Source: an optimization exercise on an open RTL-to-GDS flow (aim: small area). Production flows keep margins and buffers that such runs may drop.
RTL that was checked went through simulation tests only; none was proved equivalent to the original.
The RTL of run 2 was laid out without a check of its function.
In every run shown here, the design's own scripts or RTL, not TritonCTS, make the clock network.
The flow treats the clock pin as an ideal source. Dropping or thinning the clock tree relies on that and would not hold on a real chip.
Power figures rest on the tool's default switching activity, not on a simulated workload.

## flow/run.sh

```bash
#!/bin/bash
# Own layout flow: the standard ORFS flow with two changes:
#  - synthesis maps the logic with an area-oriented ABC script (flow/abc_area.script),
#  - ports are buffered with sky130_fd_sc_hd__buf_1 instead of the default buffer,
#  - the clock tree is four clkbuf_8 driven by the clock port (flow/my_cts.tcl).
# Each tool's output goes to the ORFS logs under orfs/logs; make's own output to make_*.log.
set -euo pipefail
work=$(pwd)
rm -rf "$work/scripts_area"
cp -r "$FLOW_HOME/scripts" "$work/scripts_area"
cp "$work/flow/abc_area.script" "$work/scripts_area/abc_area.script"
# clock tree: the clock port drives four clkbuf_8, one per cluster of flip-flops
cp "$work/flow/my_cts.tcl" "$work/scripts_area/my_cts.tcl"
sed -i 's|^log_cmd clock_tree_synthesis {\*}\$cts_args$|source $::env(SCRIPTS_DIR)/my_cts.tcl\nmy_cts 4 sky130_fd_sc_hd__clkbuf_8\nset_propagated_clock [all_clocks]|' "$work/scripts_area/cts.tcl"
grep -q "^my_cts 4" "$work/scripts_area/cts.tcl"
bash standard.sh SCRIPTS_DIR="$work/scripts_area" ABC_AREA=1 \
  "BUFFER_PORTS_ARGS=-buffer_cell sky130_fd_sc_hd__buf_1" \
  finish > "$work/make_finish.log" 2>&1
```

## flow/abc_area.script

```
strash
dch
map -a
topo
stime -c
```

## flow/my_cts.tcl

```tcl
# Clock tree: the clock port drives NLEAF clock buffers directly, each driving
# the flip-flops of one cluster (clusters of equal size from k-means on the
# flip-flop locations).
proc my_cts { nleaf buf } {
  set block [ord::get_db_block]
  set pins {}
  set pts {}
  foreach p [get_pins -of_objects [get_nets Clk]] {
    if { [get_property $p direction] != "input" } { continue }
    set inst [[sta::sta_to_db_pin $p] getInst]
    set bb [$inst getBBox]
    lappend pins $p
    lappend pts [list [expr ([$bb xMin] + [$bb xMax]) / 2.0] [expr ([$bb yMin] + [$bb yMax]) / 2.0]]
  }
  set n [llength $pins]
  # initial centers: spread along sorted x+y
  set order [lsort -real -indices [lmap pt $pts { expr [lindex $pt 0] + [lindex $pt 1] }]]
  set centers {}
  for { set k 0 } { $k < $nleaf } { incr k } {
    lappend centers [lindex $pts [lindex $order [expr int(($k + 0.5) * $n / $nleaf)]]]
  }
  for { set it 0 } { $it < 50 } { incr it } {
    # balanced assignment: at most cap flip-flops per cluster, nearest first
    set cap [expr ($n + $nleaf - 1) / $nleaf]
    set cand {}
    for { set i 0 } { $i < $n } { incr i } {
      set pt [lindex $pts $i]
      for { set k 0 } { $k < $nleaf } { incr k } {
        set c [lindex $centers $k]
        lappend cand [list [expr abs([lindex $pt 0] - [lindex $c 0]) + abs([lindex $pt 1] - [lindex $c 1])] $i $k]
      }
    }
    set asg [lrepeat $n -1]
    set fill [lrepeat $nleaf 0]
    foreach cd [lsort -real -index 0 $cand] {
      lassign $cd d i k
      if { [lindex $asg $i] >= 0 || [lindex $fill $k] >= $cap } { continue }
      lset asg $i $k
      lset fill $k [expr [lindex $fill $k] + 1]
    }
    set nc {}
    for { set k 0 } { $k < $nleaf } { incr k } {
      set sx 0; set sy 0; set cnt 0
      foreach pt $pts a $asg { if { $a == $k } { set sx [expr $sx + [lindex $pt 0]]; set sy [expr $sy + [lindex $pt 1]]; incr cnt } }
      if { $cnt > 0 } { lappend nc [list [expr $sx / $cnt] [expr $sy / $cnt]] } else { lappend nc [lindex $centers $k] }
    }
    set centers $nc
  }
  set dbu [$block getDbUnitsPerMicron]
  for { set k 0 } { $k < $nleaf } { incr k } {
    set grp {}
    foreach p $pins a $asg { if { $a == $k } { lappend grp $p } }
    if { [llength $grp] == 0 } { continue }
    set c [lindex $centers $k]
    puts "clock cluster $k: [llength $grp] flip-flops at [expr [lindex $c 0] / $dbu] [expr [lindex $c 1] / $dbu]"
    insert_buffer -buffer_cell $buf -net Clk -load_pins $grp \
      -location [list [expr [lindex $c 0] / $dbu] [expr [lindex $c 1] / $dbu]] \
      -buffer_name clkbuf_leaf_$k -net_name clknet_leaf_$k
  }
}
```

## standard.sh

```bash
#!/bin/bash
# synth_recipe.tcl (not shown) runs the flow's synth.tcl, then flattens the netlist and writes it again
# the make line also repeats each setting of config.mk as NAME=value (left out here)
make -C /OpenROAD-flow-scripts/flow DESIGN_CONFIG=/design/flow/config.mk WORK_HOME=/design/flow/orfs CLKGATE_MAP_FILE= SYNTH_SCRIPT=/design/flow/synth_recipe.tcl "${@:-finish}"
```

## config.mk

```make
export PLATFORM = sky130hd
export DESIGN_NAME = cajero
export DESIGN_NICKNAME = cajero
export VERILOG_FILES = /design/flow/design.v
export SDC_FILE = /design/flow/constraint.sdc
export NUM_CORES = 4
export LEC_CHECK = 0
export CAP_MARGIN = 20
export CORE_MARGIN = 2
export CORE_UTILIZATION = 65
export SLEW_MARGIN = 20
export SYNTH_HIERARCHICAL = 1
export SYNTH_MINIMUM_KEEP_SIZE = 0
```

## constraint.sdc

```tcl
create_clock -name core_clock -period 6.0 [get_ports {Clk}]
set_input_delay 1.2000 -clock core_clock [delete_from_list [all_inputs] [get_ports {Clk}]]
set_output_delay 1.2000 -clock core_clock [all_outputs]
set_load 0.01 [all_outputs]
```

## design.v

```verilog
module cajero(
  Clk, Reset, PIN, TARJETA_RECIBIDA, TIPO_TRANS, DIGITO, DIGITO_STB,
  MONTO, MONTO_STB, BALANCE_ACTUALIZADO, ENTREGAR_DINERO, FONDOS_INSUFICIENTES,
  PIN_INCORRECTO, ADVERTENCIA, Bloqueo, TIPO_STB
);
input Clk, Reset, TARJETA_RECIBIDA, TIPO_TRANS, DIGITO_STB, MONTO_STB, TIPO_STB;
input [15:0] PIN;
input [3:0] DIGITO;
input [31:0] MONTO;
output reg BALANCE_ACTUALIZADO, ENTREGAR_DINERO, FONDOS_INSUFICIENTES, PIN_INCORRECTO, ADVERTENCIA, Bloqueo;
reg [2:0] q, nq;
reg [1:0] w, nw;
reg [15:0] dig;            
reg [31:0] r;              
wire [31:0] nr;
wire C     = TARJETA_RECIBIDA;
wire lt4   = ~q[2];                      
wire n4    = q[2] & q[1] & ~q[0];        
wire trans = q[2] & q[0];                
wire lock  = q[2] & ~q[1] & ~q[0];
wire match;
cj_eq eq (.a(dig), .b(PIN), .y(match));
wire shift = C & DIGITO_STB & lt4;       
wire ok    = C & n4 & match;             
wire go    = ok & TIPO_STB;              
wire bad   = C & n4 & ~match;            
wire L3    = C & w[1] & ~w[0];           
wire tm    = trans & MONTO_STB;          
wire sub = q[1];             
wire rst = ~Reset;
wire [31:0] p, g;         
wire [32:0] c;
wire ge = c[32];
wire upd = tm & (~q[1] | ge);
wire nupd = ~upd;
assign c[0] = sub;
cj_bit_e b0 (.r(r[0]), .m(MONTO[0]), .sub(sub), .c(c[0]), .upd(upd), .rst(rst), .p(p[0]), .g(g[0]), .nr(nr[0]));
cj_ce k0 (.p(p[0]), .g(g[0]), .c(c[0]), .y(c[1]));
cj_bit_o b1 (.r(r[1]), .m(MONTO[1]), .sub(sub), .nc(c[1]), .upd(upd), .nupd(nupd), .rn(Reset), .p(p[1]), .tq(g[1]), .nr(nr[1]));
cj_co k1 (.p(p[1]), .r(r[1]), .tq(g[1]), .c(c[1]), .y(c[2]));
cj_bit_e b2 (.r(r[2]), .m(MONTO[2]), .sub(sub), .c(c[2]), .upd(upd), .rst(rst), .p(p[2]), .g(g[2]), .nr(nr[2]));
cj_ce k2 (.p(p[2]), .g(g[2]), .c(c[2]), .y(c[3]));
cj_bit_o b3 (.r(r[3]), .m(MONTO[3]), .sub(sub), .nc(c[3]), .upd(upd), .nupd(nupd), .rn(Reset), .p(p[3]), .tq(g[3]), .nr(nr[3]));
cj_co k3 (.p(p[3]), .r(r[3]), .tq(g[3]), .c(c[3]), .y(c[4]));
cj_bit_e b4 (.r(r[4]), .m(MONTO[4]), .sub(sub), .c(c[4]), .upd(upd), .rst(rst), .p(p[4]), .g(g[4]), .nr(nr[4]));
cj_ce k4 (.p(p[4]), .g(g[4]), .c(c[4]), .y(c[5]));
cj_bit_o b5 (.r(r[5]), .m(MONTO[5]), .sub(sub), .nc(c[5]), .upd(upd), .nupd(nupd), .rn(Reset), .p(p[5]), .tq(g[5]), .nr(nr[5]));
cj_co k5 (.p(p[5]), .r(r[5]), .tq(g[5]), .c(c[5]), .y(c[6]));
cj_bit_e b6 (.r(r[6]), .m(MONTO[6]), .sub(sub), .c(c[6]), .upd(upd), .rst(rst), .p(p[6]), .g(g[6]), .nr(nr[6]));
cj_ce k6 (.p(p[6]), .g(g[6]), .c(c[6]), .y(c[7]));
cj_bit_o b7 (.r(r[7]), .m(MONTO[7]), .sub(sub), .nc(c[7]), .upd(upd), .nupd(nupd), .rn(Reset), .p(p[7]), .tq(g[7]), .nr(nr[7]));
cj_co k7 (.p(p[7]), .r(r[7]), .tq(g[7]), .c(c[7]), .y(c[8]));
cj_bit_e b8 (.r(r[8]), .m(MONTO[8]), .sub(sub), .c(c[8]), .upd(upd), .rst(rst), .p(p[8]), .g(g[8]), .nr(nr[8]));
cj_ce k8 (.p(p[8]), .g(g[8]), .c(c[8]), .y(c[9]));
cj_bit_o b9 (.r(r[9]), .m(MONTO[9]), .sub(sub), .nc(c[9]), .upd(upd), .nupd(nupd), .rn(Reset), .p(p[9]), .tq(g[9]), .nr(nr[9]));
cj_co k9 (.p(p[9]), .r(r[9]), .tq(g[9]), .c(c[9]), .y(c[10]));
cj_bit_e b10 (.r(r[10]), .m(MONTO[10]), .sub(sub), .c(c[10]), .upd(upd), .rst(rst), .p(p[10]), .g(g[10]), .nr(nr[10]));
cj_ce k10 (.p(p[10]), .g(g[10]), .c(c[10]), .y(c[11]));
cj_bit_o b11 (.r(r[11]), .m(MONTO[11]), .sub(sub), .nc(c[11]), .upd(upd), .nupd(nupd), .rn(Reset), .p(p[11]), .tq(g[11]), .nr(nr[11]));
cj_co k11 (.p(p[11]), .r(r[11]), .tq(g[11]), .c(c[11]), .y(c[12]));
cj_bit_e b12 (.r(r[12]), .m(MONTO[12]), .sub(sub), .c(c[12]), .upd(upd), .rst(rst), .p(p[12]), .g(g[12]), .nr(nr[12]));
cj_ce k12 (.p(p[12]), .g(g[12]), .c(c[12]), .y(c[13]));
cj_bit_o b13 (.r(r[13]), .m(MONTO[13]), .sub(sub), .nc(c[13]), .upd(upd), .nupd(nupd), .rn(Reset), .p(p[13]), .tq(g[13]), .nr(nr[13]));
cj_co k13 (.p(p[13]), .r(r[13]), .tq(g[13]), .c(c[13]), .y(c[14]));
cj_bit_e b14 (.r(r[14]), .m(MONTO[14]), .sub(sub), .c(c[14]), .upd(upd), .rst(rst), .p(p[14]), .g(g[14]), .nr(nr[14]));
cj_ce k14 (.p(p[14]), .g(g[14]), .c(c[14]), .y(c[15]));
cj_bit_o b15 (.r(r[15]), .m(MONTO[15]), .sub(sub), .nc(c[15]), .upd(upd), .nupd(nupd), .rn(Reset), .p(p[15]), .tq(g[15]), .nr(nr[15]));
wire [8:1] g1;
wire p1;
cj_inv gg1_0 (.a(g[8]), .y(g1[1]));
cj_co gg1_1 (.p(p[9]), .r(r[9]), .tq(g[9]), .c(g1[1]), .y(g1[2]));
cj_ce gg1_2 (.p(p[10]), .g(g[10]), .c(g1[2]), .y(g1[3]));
cj_co gg1_3 (.p(p[11]), .r(r[11]), .tq(g[11]), .c(g1[3]), .y(g1[4]));
cj_ce gg1_4 (.p(p[12]), .g(g[12]), .c(g1[4]), .y(g1[5]));
cj_co gg1_5 (.p(p[13]), .r(r[13]), .tq(g[13]), .c(g1[5]), .y(g1[6]));
cj_ce gg1_6 (.p(p[14]), .g(g[14]), .c(g1[6]), .y(g1[7]));
cj_co gg1_7 (.p(p[15]), .r(r[15]), .tq(g[15]), .c(g1[7]), .y(g1[8]));
cj_and8 pp1 (.a(p[15:8]), .y(p1));
cj_skip sk1 (.s(p1), .a1(c[8]), .a0(g1[8]), .y(c[16]));
cj_bit_e b16 (.r(r[16]), .m(MONTO[16]), .sub(sub), .c(c[16]), .upd(upd), .rst(rst), .p(p[16]), .g(g[16]), .nr(nr[16]));
cj_ce k16 (.p(p[16]), .g(g[16]), .c(c[16]), .y(c[17]));
cj_bit_o b17 (.r(r[17]), .m(MONTO[17]), .sub(sub), .nc(c[17]), .upd(upd), .nupd(nupd), .rn(Reset), .p(p[17]), .tq(g[17]), .nr(nr[17]));
cj_co k17 (.p(p[17]), .r(r[17]), .tq(g[17]), .c(c[17]), .y(c[18]));
cj_bit_e b18 (.r(r[18]), .m(MONTO[18]), .sub(sub), .c(c[18]), .upd(upd), .rst(rst), .p(p[18]), .g(g[18]), .nr(nr[18]));
cj_ce k18 (.p(p[18]), .g(g[18]), .c(c[18]), .y(c[19]));
cj_bit_o b19 (.r(r[19]), .m(MONTO[19]), .sub(sub), .nc(c[19]), .upd(upd), .nupd(nupd), .rn(Reset), .p(p[19]), .tq(g[19]), .nr(nr[19]));
cj_co k19 (.p(p[19]), .r(r[19]), .tq(g[19]), .c(c[19]), .y(c[20]));
cj_bit_e b20 (.r(r[20]), .m(MONTO[20]), .sub(sub), .c(c[20]), .upd(upd), .rst(rst), .p(p[20]), .g(g[20]), .nr(nr[20]));
cj_ce k20 (.p(p[20]), .g(g[20]), .c(c[20]), .y(c[21]));
cj_bit_o b21 (.r(r[21]), .m(MONTO[21]), .sub(sub), .nc(c[21]), .upd(upd), .nupd(nupd), .rn(Reset), .p(p[21]), .tq(g[21]), .nr(nr[21]));
cj_co k21 (.p(p[21]), .r(r[21]), .tq(g[21]), .c(c[21]), .y(c[22]));
cj_bit_e b22 (.r(r[22]), .m(MONTO[22]), .sub(sub), .c(c[22]), .upd(upd), .rst(rst), .p(p[22]), .g(g[22]), .nr(nr[22]));
cj_ce k22 (.p(p[22]), .g(g[22]), .c(c[22]), .y(c[23]));
cj_bit_o b23 (.r(r[23]), .m(MONTO[23]), .sub(sub), .nc(c[23]), .upd(upd), .nupd(nupd), .rn(Reset), .p(p[23]), .tq(g[23]), .nr(nr[23]));
wire [8:1] g2;
wire p2;
cj_inv gg2_0 (.a(g[16]), .y(g2[1]));
cj_co gg2_1 (.p(p[17]), .r(r[17]), .tq(g[17]), .c(g2[1]), .y(g2[2]));
cj_ce gg2_2 (.p(p[18]), .g(g[18]), .c(g2[2]), .y(g2[3]));
cj_co gg2_3 (.p(p[19]), .r(r[19]), .tq(g[19]), .c(g2[3]), .y(g2[4]));
cj_ce gg2_4 (.p(p[20]), .g(g[20]), .c(g2[4]), .y(g2[5]));
cj_co gg2_5 (.p(p[21]), .r(r[21]), .tq(g[21]), .c(g2[5]), .y(g2[6]));
cj_ce gg2_6 (.p(p[22]), .g(g[22]), .c(g2[6]), .y(g2[7]));
cj_co gg2_7 (.p(p[23]), .r(r[23]), .tq(g[23]), .c(g2[7]), .y(g2[8]));
cj_and8 pp2 (.a(p[23:16]), .y(p2));
cj_skip sk2 (.s(p2), .a1(c[16]), .a0(g2[8]), .y(c[24]));
cj_bit_e b24 (.r(r[24]), .m(MONTO[24]), .sub(sub), .c(c[24]), .upd(upd), .rst(rst), .p(p[24]), .g(g[24]), .nr(nr[24]));
cj_ce k24 (.p(p[24]), .g(g[24]), .c(c[24]), .y(c[25]));
cj_bit_o b25 (.r(r[25]), .m(MONTO[25]), .sub(sub), .nc(c[25]), .upd(upd), .nupd(nupd), .rn(Reset), .p(p[25]), .tq(g[25]), .nr(nr[25]));
cj_co k25 (.p(p[25]), .r(r[25]), .tq(g[25]), .c(c[25]), .y(c[26]));
cj_bit_e b26 (.r(r[26]), .m(MONTO[26]), .sub(sub), .c(c[26]), .upd(upd), .rst(rst), .p(p[26]), .g(g[26]), .nr(nr[26]));
cj_ce k26 (.p(p[26]), .g(g[26]), .c(c[26]), .y(c[27]));
cj_bit_o b27 (.r(r[27]), .m(MONTO[27]), .sub(sub), .nc(c[27]), .upd(upd), .nupd(nupd), .rn(Reset), .p(p[27]), .tq(g[27]), .nr(nr[27]));
cj_co k27 (.p(p[27]), .r(r[27]), .tq(g[27]), .c(c[27]), .y(c[28]));
cj_bit_e b28 (.r(r[28]), .m(MONTO[28]), .sub(sub), .c(c[28]), .upd(upd), .rst(rst), .p(p[28]), .g(g[28]), .nr(nr[28]));
cj_ce k28 (.p(p[28]), .g(g[28]), .c(c[28]), .y(c[29]));
cj_bit_o b29 (.r(r[29]), .m(MONTO[29]), .sub(sub), .nc(c[29]), .upd(upd), .nupd(nupd), .rn(Reset), .p(p[29]), .tq(g[29]), .nr(nr[29]));
cj_co k29 (.p(p[29]), .r(r[29]), .tq(g[29]), .c(c[29]), .y(c[30]));
cj_bit_e b30 (.r(r[30]), .m(MONTO[30]), .sub(sub), .c(c[30]), .upd(upd), .rst(rst), .p(p[30]), .g(g[30]), .nr(nr[30]));
cj_ce k30 (.p(p[30]), .g(g[30]), .c(c[30]), .y(c[31]));
cj_bit_o b31 (.r(r[31]), .m(MONTO[31]), .sub(sub), .nc(c[31]), .upd(upd), .nupd(nupd), .rn(Reset), .p(p[31]), .tq(g[31]), .nr(nr[31]));
wire [8:1] g3;
wire p3;
cj_inv gg3_0 (.a(g[24]), .y(g3[1]));
cj_co gg3_1 (.p(p[25]), .r(r[25]), .tq(g[25]), .c(g3[1]), .y(g3[2]));
cj_ce gg3_2 (.p(p[26]), .g(g[26]), .c(g3[2]), .y(g3[3]));
cj_co gg3_3 (.p(p[27]), .r(r[27]), .tq(g[27]), .c(g3[3]), .y(g3[4]));
cj_ce gg3_4 (.p(p[28]), .g(g[28]), .c(g3[4]), .y(g3[5]));
cj_co gg3_5 (.p(p[29]), .r(r[29]), .tq(g[29]), .c(g3[5]), .y(g3[6]));
cj_ce gg3_6 (.p(p[30]), .g(g[30]), .c(g3[6]), .y(g3[7]));
cj_co gg3_7 (.p(p[31]), .r(r[31]), .tq(g[31]), .c(g3[7]), .y(g3[8]));
cj_and8 pp3 (.a(p[31:24]), .y(p3));
cj_skip sk3 (.s(p3), .a1(c[24]), .a0(g3[8]), .y(c[32]));
always @(posedge Clk)
  if (shift) dig <= {dig[11:0], DIGITO};
always @(*) begin
  BALANCE_ACTUALIZADO = upd;
  ENTREGAR_DINERO = tm & q[1] & ge;
  FONDOS_INSUFICIENTES = tm & q[1] & ~ge;
  PIN_INCORRECTO = bad;
  ADVERTENCIA = C & w[1] & w[0];
  Bloqueo = lock | L3;
end
always @(*) begin
  nq = q; nw = w;
  if (shift) nq = {q[1] & ~q[0], q[1] | q[0], ~q[1]};    
  if (go) nq = {1'b1, TIPO_TRANS, 1'b1};
  if (bad | tm) nq = 3'b000;
  if (ok) nw = 2'b00;
  if (bad) nw = {w[0], ~w[1]};                          
  if (L3) begin
    nq = 3'b100;
    nw = 2'b00;
  end
end
always @(posedge Clk) begin
  if (!Reset) begin
    q <= 3'b000;
    w <= 2'b00;
  end else begin
    q <= nq;
    w <= nw;
  end
  r <= nr;    
end
endmodule
module cj_bit_e(input r, input m, input sub, input c, input upd, input rst,
                output p, output g, output nr);
  wire t = m ^ sub;
  assign p = r ^ t;
  assign g = r & t;
  assign nr = ~rst & (upd ? (p ^ c) : r);
endmodule
module cj_bit_o(input r, input m, input sub, input nc, input upd, input nupd, input rn,
                output p, output tq, output nr);
  assign tq = ~(m ^ sub);
  assign p = ~(r ^ tq);
  assign nr = ~(rn & ~((upd & ~(p ^ nc)) | (nupd & r)));
endmodule
module cj_ce(input p, input g, input c, output y);
  assign y = ~(g | (p & c));
endmodule
module cj_co(input p, input r, input tq, input c, output y);
  assign y = ~((r | tq) & (p | c));
endmodule
module cj_inv(input a, output y);
  assign y = ~a;
endmodule
module cj_eq(input [15:0] a, input [15:0] b, output y);
  wire [15:0] x;
  genvar i;
  generate
    for (i = 0; i < 16; i = i + 1) begin : eqb
      cj_xnor xn (.a(a[i]), .b(b[i]), .y(x[i]));
    end
  endgenerate
  cj_all16 al (.a(x), .y(y));
endmodule
module cj_xnor(input a, input b, output y);
  assign y = ~(a ^ b);
endmodule
module cj_all16(input [15:0] a, output y);
  assign y = &a;
endmodule
module cj_skip(input s, input a1, input a0, output y);
  assign y = a0 | (s & a1);
endmodule
module cj_and8(input [7:0] a, output y);
  assign y = a[0] & a[2] & a[4] & a[6] & ~(a[1] | a[3] | a[5] | a[7]);
endmodule
```

==> results of run 1 <==
cells in the mapped netlist, drive strengths merged:
library cell | number | share of area, %
a211oi | 16 | 3.7
a21o | 3 | 0.81
a21oi | 28 | 4.3
a22oi | 18 | 4.2
a311oi | 1 | 0.27
a31oi | 1 | 0.19
and3 | 1 | 0.23
clkinv | 15 | 1.7
dfxtp | 37 | 23
edfxtp | 16 | 15
ha | 16 | 6.2
nand2 | 20 | 2.3
nand3 | 3 | 0.46
nand4 | 7 | 1.4
nor2 | 24 | 2.8
nor3 | 6 | 0.93
nor3b | 3 | 0.70
nor4 | 1 | 0.19
o211ai | 2 | 0.46
o21ai | 1 | 0.15
o22ai | 25 | 4.8
or2 | 1 | 0.19
xnor2 | 80 | 22
xor2 | 16 | 4.3
flip-flops by register name (all words and copies together), names as in the netlist:
name / cells
q: 3
w: 2
r: 32
dig: 16
per-module statistics from Yosys, one instance, submodules excluded, a selection:
| module | cells | flops+latches | area (um^2) | times used |
|---|---|---|---|---|
| cajero | 95 | 53 | 1420 | 1 |
| cj_all16 | 5 | 0 | 31.3 | 1 |
| cj_xnor | 1 | 0 | 8.76 | 16 |
| cj_and8 | 3 | 0 | 18.8 | 3 |
| cj_skip | 1 | 0 | 8.76 | 3 |
| cj_inv | 1 | 0 | 3.75 | 3 |
| cj_bit_o | 5 | 0 | 37.5 | 16 |
| cj_co | 1 | 0 | 6.26 | 25 |
| cj_ce | 1 | 0 | 5.00 | 25 |
per-layer routing:
metal  GRT usage (%)  vias to the layer above  wire, um
met5               0                        -         0
met4            2.78                        0        53
met3            1.90                        4       279
met2            41.9                       64      3260
met1            31.9                     1238      2920
li1                -                     1384         -
area by class of cell, without the clock buffers:
cell class | count | area, um^2 | area share (%)
multi-input cells | 273 | 1960 | 53.8
flip-flops and latches | 53 | 1220 | 33.5
repair buffers | 68 | 270 | 7.40
well taps | 67 | 83.8 | 2.30
inverters | 15 | 56.3 | 1.54
worst max-delay path, stage by stage:
cell and delay, ns:
buf_1 0.08, xor2_1 0.13, ha_1 0.32, a21oi_1 0.23
o22ai_1 0.15, a21oi_1 0.22, o22ai_1 0.15, a21oi_1 0.23
o22ai_1 0.16, a21oi_1 0.24, o22ai_1 0.19, a21o_2 0.25
a21o_2 0.22, a21o_2 0.20, nor3_1 0.19, buf_1 0.18
final timing paths:
kind,from,to,slack [ns],cells after the start
worst min-delay path,dig[3],dig[7],0.48,0
worst min register to register,dig[3],dig[7],0.48,0
worst max register to register,q[1],r[31],1.19,22
worst max-delay path,MONTO[0],FONDOS_INSUFICIENTES,0.44,16
logic make-up after synthesis:
| family | count (synthesis) | synth area share (%) |
|---|---|---|
| flip-flops | 53 | 37.8 |
| XOR/XNOR | 96 | 26.0 |
| adder cells (fa/ha/maj) | 16 | 6.20 |
| AND/OR/NAND/NOR | 66 | 9.19 |
| buffers and inverters | 15 | 1.74 |
| AO/OA/AOI/OAI | 95 | 19.0 |
power by group through the flow:
stage	sequential [mW]	clock, mW	combinational (mW)
final	0.386	0.157	0.135
after detailed placement	0.394	0	0.134
after CTS	0.386	0.157	0.136
after floorplan	0.394	0	0.0968
after global routing	0.387	0.168	0.151
after global placement	0.394	0	0.131
per-stage QoR:
stage               cells  setup WS, ns
global placement      476         0.591
floorplan             341         0.169
CTS                   480         0.436
global route          480         0.117
detailed placement    476         0.450
finish                480         0.438
==> results_dict.tcl, run 1 <==
set metrics [dict create \
    outcome "complete, no violations" \
    synth_nets 416 \
    power_frac_seq_pct 56.9 \
    n_fill_cell 386 \
    power_mw 0.678 \
    syn_inst 341 \
    maxCapViolations 0 \
    rows 25 \
    portBuffers 64 \
    die_h_um 74.5 \
    ios 65 \
    pwr-share-clk_pct 23.1 \
    setup_viol 0 \
    synth-seq-cells 53 \
    postCtsHoldBufs 0 \
    die_w_um 74.5 \
    vias_per_cell 5.60 \
    netlist_area_mm2 0.00323 \
    cts_resized 0 \
    rsz0062_at_grt "no" \
    p_int_mw 0.503 \
    hpwl_um 4850 \
    yosysSeqAreaShare_pct 37.8 \
    core_area_mm2 0.00475 \
    power.leakage_nw 1.24 \
    grt_pass1_vias 2485 \
    finalSetupTns_ns 0 \
    max_slew_margin_pct 41.5 \
    gp_congestion 0.850 \
    grt_overflow 0 \
    p_per_area_mw_per_mm2 186 \
    clk-insertion-delay-late_ns 0.15 \
    drv_slew 0 \
    start_util_pct 67.9 \
    antenna_found_initial 0 \
    final_cell_mix "xnor2_1 (80), buf_1 (64), dfxtp_1 (36)" \
    yosysWarnings 7 \
    remaining_drc_errors 0 \
    comb_power_share_pct 20.0 \
    crit_path_end_kind "primary output" \
    post-route-min-period_ns 5.56 \
    postCtsSetupRepairBufs 0 \
    post-route-period-util_pct 92.7 \
    fin_area_mm2 0.00365 \
    die_area_mm2 0.00555 \
    finalHoldWorstSlack_ns 0.482 \
    grt_pass1_wl_um 10600 \
    fmax_mhz 180 \
    synth.avg_cell_area_um2 9.47 \
    synthDistinctLibCells 24 \
    final_util_pct 76.8 \
    finalHoldViolations 0 \
    criticalPathCategory "in2out" \
    n_antenna_cell 0 \
    post_dp_cell_area_mm2 0.00359 \
    drtIter0Drc 118 \
    p_switching_mw 0.175 \
    finClkSkew_ns 0.0100 \
    grt_max_degree 50 \
    path_clk_slew_ns 0.09 \
    antenna_left 0 \
    worstPathArrival_ns 4.36 \
    layout_commonest_cell "xnor2_1" \
    crit_path_start_kind "input port" \
    drt_wl_total_um 6510 \
    vias 2690 \
    grt_usage_pct 23.4 \
    first_pass_iters 4 \
    cp_max_fo 3 \
    worst-slew-pin-transition_ns 0.877 \
    ir_drop_mv 0.129 \
    wl_per_cell_um 13.6 \
    hold_class "reg2reg" \
    p_sw_share_pct 25.8 \
    worstPathRequired_ns 4.80 \
    areaGrowthSynthToFinish_pct 13.1 \
    drive_above_1_share_pct 3.63 \
    finalNetCount 490 \
]
==> run 2: changes to the inputs <==
--- a/design.v
+++ b/design.v
@@ -19,6 +19,5 @@
 wire trans = q[2] & q[0];                
 wire lock  = q[2] & ~q[1] & ~q[0];
-wire match;
-cj_eq eq (.a(dig), .b(PIN), .y(match));
+wire match = (dig == PIN);
 wire shift = C & DIGITO_STB & lt4;       
 wire ok    = C & n4 & match;             
@@ -66,16 +65,5 @@
 cj_ce k14 (.p(p[14]), .g(g[14]), .c(c[14]), .y(c[15]));
 cj_bit_o b15 (.r(r[15]), .m(MONTO[15]), .sub(sub), .nc(c[15]), .upd(upd), .nupd(nupd), .rn(Reset), .p(p[15]), .tq(g[15]), .nr(nr[15]));
-wire [8:1] g1;
-wire p1;
-cj_inv gg1_0 (.a(g[8]), .y(g1[1]));
-cj_co gg1_1 (.p(p[9]), .r(r[9]), .tq(g[9]), .c(g1[1]), .y(g1[2]));
-cj_ce gg1_2 (.p(p[10]), .g(g[10]), .c(g1[2]), .y(g1[3]));
-cj_co gg1_3 (.p(p[11]), .r(r[11]), .tq(g[11]), .c(g1[3]), .y(g1[4]));
-cj_ce gg1_4 (.p(p[12]), .g(g[12]), .c(g1[4]), .y(g1[5]));
-cj_co gg1_5 (.p(p[13]), .r(r[13]), .tq(g[13]), .c(g1[5]), .y(g1[6]));
-cj_ce gg1_6 (.p(p[14]), .g(g[14]), .c(g1[6]), .y(g1[7]));
-cj_co gg1_7 (.p(p[15]), .r(r[15]), .tq(g[15]), .c(g1[7]), .y(g1[8]));
-cj_and8 pp1 (.a(p[15:8]), .y(p1));
-cj_skip sk1 (.s(p1), .a1(c[8]), .a0(g1[8]), .y(c[16]));
+cj_co k15 (.p(p[15]), .r(r[15]), .tq(g[15]), .c(c[15]), .y(c[16]));
 cj_bit_e b16 (.r(r[16]), .m(MONTO[16]), .sub(sub), .c(c[16]), .upd(upd), .rst(rst), .p(p[16]), .g(g[16]), .nr(nr[16]));
 cj_ce k16 (.p(p[16]), .g(g[16]), .c(c[16]), .y(c[17]));
@@ -85,5 +73,18 @@
 cj_ce k18 (.p(p[18]), .g(g[18]), .c(c[18]), .y(c[19]));
 cj_bit_o b19 (.r(r[19]), .m(MONTO[19]), .sub(sub), .nc(c[19]), .upd(upd), .nupd(nupd), .rn(Reset), .p(p[19]), .tq(g[19]), .nr(nr[19]));
-cj_co k19 (.p(p[19]), .r(r[19]), .tq(g[19]), .c(c[19]), .y(c[20]));
+wire [10:1] g1;
+wire p1;
+cj_inv gg1_0 (.a(g[10]), .y(g1[1]));
+cj_co gg1_1 (.p(p[11]), .r(r[11]), .tq(g[11]), .c(g1[1]), .y(g1[2]));
+cj_ce gg1_2 (.p(p[12]), .g(g[12]), .c(g1[2]), .y(g1[3]));
+cj_co gg1_3 (.p(p[13]), .r(r[13]), .tq(g[13]), .c(g1[3]), .y(g1[4]));
+cj_ce gg1_4 (.p(p[14]), .g(g[14]), .c(g1[4]), .y(g1[5]));
+cj_co gg1_5 (.p(p[15]), .r(r[15]), .tq(g[15]), .c(g1[5]), .y(g1[6]));
+cj_ce gg1_6 (.p(p[16]), .g(g[16]), .c(g1[6]), .y(g1[7]));
+cj_co gg1_7 (.p(p[17]), .r(r[17]), .tq(g[17]), .c(g1[7]), .y(g1[8]));
+cj_ce gg1_8 (.p(p[18]), .g(g[18]), .c(g1[8]), .y(g1[9]));
+cj_co gg1_9 (.p(p[19]), .r(r[19]), .tq(g[19]), .c(g1[9]), .y(g1[10]));
+cj_and10 pp1 (.a(p[19:10]), .y(p1));
+cj_skip sk1 (.s(p1), .a1(c[10]), .a0(g1[10]), .y(c[20]));
 cj_bit_e b20 (.r(r[20]), .m(MONTO[20]), .sub(sub), .c(c[20]), .upd(upd), .rst(rst), .p(p[20]), .g(g[20]), .nr(nr[20]));
 cj_ce k20 (.p(p[20]), .g(g[20]), .c(c[20]), .y(c[21]));
@@ -93,16 +94,5 @@
 cj_ce k22 (.p(p[22]), .g(g[22]), .c(c[22]), .y(c[23]));
 cj_bit_o b23 (.r(r[23]), .m(MONTO[23]), .sub(sub), .nc(c[23]), .upd(upd), .nupd(nupd), .rn(Reset), .p(p[23]), .tq(g[23]), .nr(nr[23]));
-wire [8:1] g2;
-wire p2;
-cj_inv gg2_0 (.a(g[16]), .y(g2[1]));
-cj_co gg2_1 (.p(p[17]), .r(r[17]), .tq(g[17]), .c(g2[1]), .y(g2[2]));
-cj_ce gg2_2 (.p(p[18]), .g(g[18]), .c(g2[2]), .y(g2[3]));
-cj_co gg2_3 (.p(p[19]), .r(r[19]), .tq(g[19]), .c(g2[3]), .y(g2[4]));
-cj_ce gg2_4 (.p(p[20]), .g(g[20]), .c(g2[4]), .y(g2[5]));
-cj_co gg2_5 (.p(p[21]), .r(r[21]), .tq(g[21]), .c(g2[5]), .y(g2[6]));
-cj_ce gg2_6 (.p(p[22]), .g(g[22]), .c(g2[6]), .y(g2[7]));
-cj_co gg2_7 (.p(p[23]), .r(r[23]), .tq(g[23]), .c(g2[7]), .y(g2[8]));
-cj_and8 pp2 (.a(p[23:16]), .y(p2));
-cj_skip sk2 (.s(p2), .a1(c[16]), .a0(g2[8]), .y(c[24]));
+cj_co k23 (.p(p[23]), .r(r[23]), .tq(g[23]), .c(c[23]), .y(c[24]));
 cj_bit_e b24 (.r(r[24]), .m(MONTO[24]), .sub(sub), .c(c[24]), .upd(upd), .rst(rst), .p(p[24]), .g(g[24]), .nr(nr[24]));
 cj_ce k24 (.p(p[24]), .g(g[24]), .c(c[24]), .y(c[25]));
@@ -120,16 +110,20 @@
 cj_ce k30 (.p(p[30]), .g(g[30]), .c(c[30]), .y(c[31]));
 cj_bit_o b31 (.r(r[31]), .m(MONTO[31]), .sub(sub), .nc(c[31]), .upd(upd), .nupd(nupd), .rn(Reset), .p(p[31]), .tq(g[31]), .nr(nr[31]));
-wire [8:1] g3;
-wire p3;
-cj_inv gg3_0 (.a(g[24]), .y(g3[1]));
-cj_co gg3_1 (.p(p[25]), .r(r[25]), .tq(g[25]), .c(g3[1]), .y(g3[2]));
-cj_ce gg3_2 (.p(p[26]), .g(g[26]), .c(g3[2]), .y(g3[3]));
-cj_co gg3_3 (.p(p[27]), .r(r[27]), .tq(g[27]), .c(g3[3]), .y(g3[4]));
-cj_ce gg3_4 (.p(p[28]), .g(g[28]), .c(g3[4]), .y(g3[5]));
-cj_co gg3_5 (.p(p[29]), .r(r[29]), .tq(g[29]), .c(g3[5]), .y(g3[6]));
-cj_ce gg3_6 (.p(p[30]), .g(g[30]), .c(g3[6]), .y(g3[7]));
-cj_co gg3_7 (.p(p[31]), .r(r[31]), .tq(g[31]), .c(g3[7]), .y(g3[8]));
-cj_and8 pp3 (.a(p[31:24]), .y(p3));
-cj_skip sk3 (.s(p3), .a1(c[24]), .a0(g3[8]), .y(c[32]));
+wire [12:1] g2;
+wire p2;
+cj_inv gg2_0 (.a(g[20]), .y(g2[1]));
+cj_co gg2_1 (.p(p[21]), .r(r[21]), .tq(g[21]), .c(g2[1]), .y(g2[2]));
+cj_ce gg2_2 (.p(p[22]), .g(g[22]), .c(g2[2]), .y(g2[3]));
+cj_co gg2_3 (.p(p[23]), .r(r[23]), .tq(g[23]), .c(g2[3]), .y(g2[4]));
+cj_ce gg2_4 (.p(p[24]), .g(g[24]), .c(g2[4]), .y(g2[5]));
+cj_co gg2_5 (.p(p[25]), .r(r[25]), .tq(g[25]), .c(g2[5]), .y(g2[6]));
+cj_ce gg2_6 (.p(p[26]), .g(g[26]), .c(g2[6]), .y(g2[7]));
+cj_co gg2_7 (.p(p[27]), .r(r[27]), .tq(g[27]), .c(g2[7]), .y(g2[8]));
+cj_ce gg2_8 (.p(p[28]), .g(g[28]), .c(g2[8]), .y(g2[9]));
+cj_co gg2_9 (.p(p[29]), .r(r[29]), .tq(g[29]), .c(g2[9]), .y(g2[10]));
+cj_ce gg2_10 (.p(p[30]), .g(g[30]), .c(g2[10]), .y(g2[11]));
+cj_co gg2_11 (.p(p[31]), .r(r[31]), .tq(g[31]), .c(g2[11]), .y(g2[12]));
+cj_and12 pp2 (.a(p[31:20]), .y(p2));
+cj_skip sk2 (.s(p2), .a1(c[20]), .a0(g2[12]), .y(c[32]));
 always @(posedge Clk)
   if (shift) dig <= {dig[11:0], DIGITO};
@@ -187,24 +181,11 @@
   assign y = ~a;
 endmodule
-module cj_eq(input [15:0] a, input [15:0] b, output y);
-  wire [15:0] x;
-  genvar i;
-  generate
-    for (i = 0; i < 16; i = i + 1) begin : eqb
-      cj_xnor xn (.a(a[i]), .b(b[i]), .y(x[i]));
-    end
-  endgenerate
-  cj_all16 al (.a(x), .y(y));
-endmodule
-module cj_xnor(input a, input b, output y);
-  assign y = ~(a ^ b);
-endmodule
-module cj_all16(input [15:0] a, output y);
-  assign y = &a;
-endmodule
 module cj_skip(input s, input a1, input a0, output y);
   assign y = a0 | (s & a1);
 endmodule
-module cj_and8(input [7:0] a, output y);
-  assign y = a[0] & a[2] & a[4] & a[6] & ~(a[1] | a[3] | a[5] | a[7]);
+module cj_and10(input [9:0] a, output y);
+  assign y = a[0] & a[2] & a[4] & a[6] & a[8] & ~(a[1] | a[3] | a[5] | a[7] | a[9]);
 endmodule
+module cj_and12(input [11:0] a, output y);
+  assign y = a[0] & a[2] & a[4] & a[6] & a[8] & a[10] & ~(a[1] | a[3] | a[5] | a[7] | a[9] | a[11]);
+endmodule
--- a/config.mk
+++ b/config.mk
@@ -8,5 +8,5 @@
 export CAP_MARGIN = 20
 export CORE_MARGIN = 2
-export CORE_UTILIZATION = 65
+export CORE_UTILIZATION = 40
 export SLEW_MARGIN = 20
 export SYNTH_HIERARCHICAL = 1
==> run 2 against run 1 <==
Net effect:
- clock skew decreased by 0.0014 ns
- total power grew 0.47%
- first-iteration DRC count fell by 39%
- highest routed layer unchanged
- register-to-register slack worse by 0.11 ns
- area after synthesis up 0.27%
- flip-flop and latch count did not move
- synthesized cell count is 1.5% higher
- setup slack got worse by 0.011 ns
- clock power about the same
- critical endpoint is now r[31]
- critical path depth is 12 higher
==> results_dict.tcl, run 2 <==
set metrics [dict create \
    post-route-min-period_ns 5.57 \
    regMostFlops "r" \
    fmax_mhz 179 \
    final_cell_mix "xnor2_1 (70), buf_1 (64), dfxtp_1 (36)" \
    ios 65 \
    path_clk_slew_ns 0.09 \
    vias_per_cell 5.14 \
    antenna_left 0 \
    portBuffers 64 \
    rrSetupSlack_ns 1.08 \
    start_util_pct 41.7 \
    yosysSeqAreaShare_pct 37.7 \
    clk-insertion-delay-late_ns 0.15 \
    grt_usage_pct 15.9 \
    finalHoldViolations 0 \
    post-route-period-util_pct 92.9 \
    reg2reg_depth 27 \
    drtIter0Drc 72 \
    netlist_area_mm2 0.00324 \
    grt_overflow 0 \
    holdPathStages 0 \
    setup_ws_ns 0.427 \
    timing.rr.end "r[31]" \
    antenna_found_initial 0 \
    yosysWarnings 7 \
    crit_path_end_kind "register" \
    synth_most_common_cell "xnor2_1" \
    p_per_area_mw_per_mm2 177 \
    dp_cells 529 \
    die_h_um 94.0 \
    drt_wl_total_um 7110 \
    hpwl_um 5200 \
    synth-seq-cells 53 \
    top_regs "r: 32 flops, dig: 16 flops, q: 3 flops" \
    min_from "dig[1]" \
    synthTopCellsByArea "dfxtp_1 (23%), xnor2_1 (19%), edfxtp_1 (15%)" \
    areaGrowthSynthToFinish_pct 19.0 \
    grt_max_degree 50 \
    setup_viol 0 \
    r2r_start "q[1]" \
    drive_above_1_share_pct 9.24 \
    min_to "dig[5]" \
    outcome "complete, no violations" \
    synth-edff-count 16 \
    worstPathArrival_ns 5.61 \
    finClkSkew_ns 0.00864 \
    drv_slew 0 \
    ir_drop_mv 0.128 \
    crit_path_start_kind "input port" \
    largest_register_ffs 32 \
    hold_class "reg2reg" \
    synth_top_cell_area_share_pct 22.9 \
    pre_cts_slack_ns -0.0280 \
    max_slew_margin_pct 47.3 \
    layout.cells.non_filler 535 \
    finalNetCount 510 \
    wl_per_cell_um 13.3 \
    vias 2752 \
    synth_nets 421 \
    netlist.top_cell.by_area "dfxtp_1" \
    grt_pass1_wl_um 11900 \
    core_area_mm2 0.00777 \
    first_pass_iters 4 \
    synth_commonest_cells "xnor2_1 (70), dfxtp_1 (37), a21oi_1 (30)" \
    worst-slew-pin-transition_ns 0.770 \
    worstPathRequired_ns 6.04 \
    criticalPathCategory "in2reg" \
    power.leakage_nw 1.34 \
    die_w_um 94.0 \
    syn_inst 346 \
    rows 32 \
    synth_ff_type "dfxtp_1" \
    synth.avg_cell_area_um2 9.36 \
    async_flop_share_pct 0 \
    remaining_drc_errors 0 \
    layout_commonest_cell "xnor2_1" \
    die_area_mm2 0.00883 \
    gp_congestion 0.856 \
    cp_max_fo 2 \
    grt_pass1_vias 2626 \
    maxCapViolations 0 \
    power_mw 0.681 \
    synthDistinctLibCells 26 \
    n_antenna_cell 0 \
]
==> run 2: cells by family after synthesis <==
logic type,share of synthesized area (%)
compound gates,19.3
xor+xnor,25.2
fa+ha+maj,6.18
buf+inv,1.74
flops,37.7
simple gates,9.90
==> run 2: layer usage <==
layer / part of all wire (%) / GRT usage, %
met5: 0 / 0
met4: 1.7 / 2.17
met3: 4.6 / 1.44
met2: 47 / 28.1
met1: 47 / 21.5
==> run 2: worst max-delay path: stages <==
cell,delay [ns]
buf_1,0.08
xor2_1,0.14
ha_1,0.31
a21oi_2,0.21
o22ai_2,0.13
a21oi_2,0.18
o22ai_1,0.13
a21oi_2,0.16
o22ai_1,0.11
a21oi_1,0.22
o22ai_1,0.16
a21oi_2,0.18
o22ai_1,0.12
a21o_2,0.22
a21oi_2,0.13
o22ai_1,0.12
a21oi_2,0.19
o22ai_1,0.13
a21oi_2,0.19
o22ai_1,0.13
a21oi_2,0.19
o22ai_1,0.13
a21oi_1,0.22
o22ai_1,0.14
a21oi_1,0.20
xnor2_1,0.09
a22oi_1,0.14
nand2_1,0.07
==> run 2: final cells by class, without the clock buffers <==
cell class              count  area [um^2]
fillers                   804         3920
inverters                  15         56.3
multi-input cells         278         2010
flip-flops and latches     53         1220
well taps                 102          128
repair buffers             83          383
==> run 2: how the worst max path moves through the flow <==
stage	endpoint	startpoint	slack [ns]	cells past startpoint
3_5_place_dp	r[31]	MONTO[0]	-0.03	28
5_1_grt	r[31]	MONTO[0]	-0.04	28
2_1_floorplan	r[31]	MONTO[0]	0.15	27
3_3_place_gp	r[31]	MONTO[0]	0.13	28
6_report	r[31]	MONTO[0]	0.43	28
4_1_cts	r[31]	MONTO[0]	0.12	28
==> run 2: per-module statistics from Yosys (local to each module, per instance) <==
module	area [um^2]	cells
cj_and12	33.8	6
cj_co	6.26	1
cj_inv	3.75	1
cajero	1610	120
cj_bit_o	37.5	5
cj_and10	28.8	6
cj_skip	8.76	1
cj_ce	5.00	1
cj_bit_e	41.3	5
==> run 2: timing repair <==
item	in CTS	in global routing
hold endpoints to repair	0	0
resized for setup	0	9
hold buffers	0	0
buffers inserted	0	2
endpoints found under the setup margin	0	5
==> run 2: through the flow <==
step / setup TNS, ns / utilization, % / instance area, um^2 / hold slack [ns]
after floorplan: 0 / - / 3250 / 0.435
after global placement: 0 / 48.2 / 3740 / 0.448
after detailed placement: -0.0280 / 48.2 / 3740 / 0.457
after CTS: 0 / 48.9 / 3800 / 0.479
after global routing: -0.0361 / 49.6 / 3850 / 0.491
final: 0 / 49.6 / 3850 / 0.471
==> run 2: power breakdown <==
group | switching [mW] | leakage (nW) | internal (mW)
logic | 0.0764 | 0.861 | 0.0653
clock network | 0.0929 | 0.0288 | 0.0615
registers | 0.00645 | 0.449 | 0.378
total | 0.176 | 1.34 | 0.505

re-timing with driven ports:
No port has a modelled driver above. Below, the same layouts with a new extraction and two added sets of constraints. Step 1 assumes that a clkbuf_16 drives the clock port and a buf_2 every other input. Step 2 moves the port delays by t, midway between the first and last clock arrival at a register: inputs arrive t later, outputs are due t later. That takes back most of the time a late clock gives input paths. Slacks: no drivers / after step 1 / after step 2; pairs: no drivers / after step 1.
run	shift t [ns]	setup slack, ns	worst slew at a driven data input, ns
run 1	0.206	0.438 / 0.418 / 0.418	0.03
run 2	0.206	0.427 / 0.468 / 0.262	0.04
After both steps every run listed still meets setup and hold. The setup slack of run 2, which loses most, moves by +0.041 ns with the drivers and by -0.165 ns with both steps.
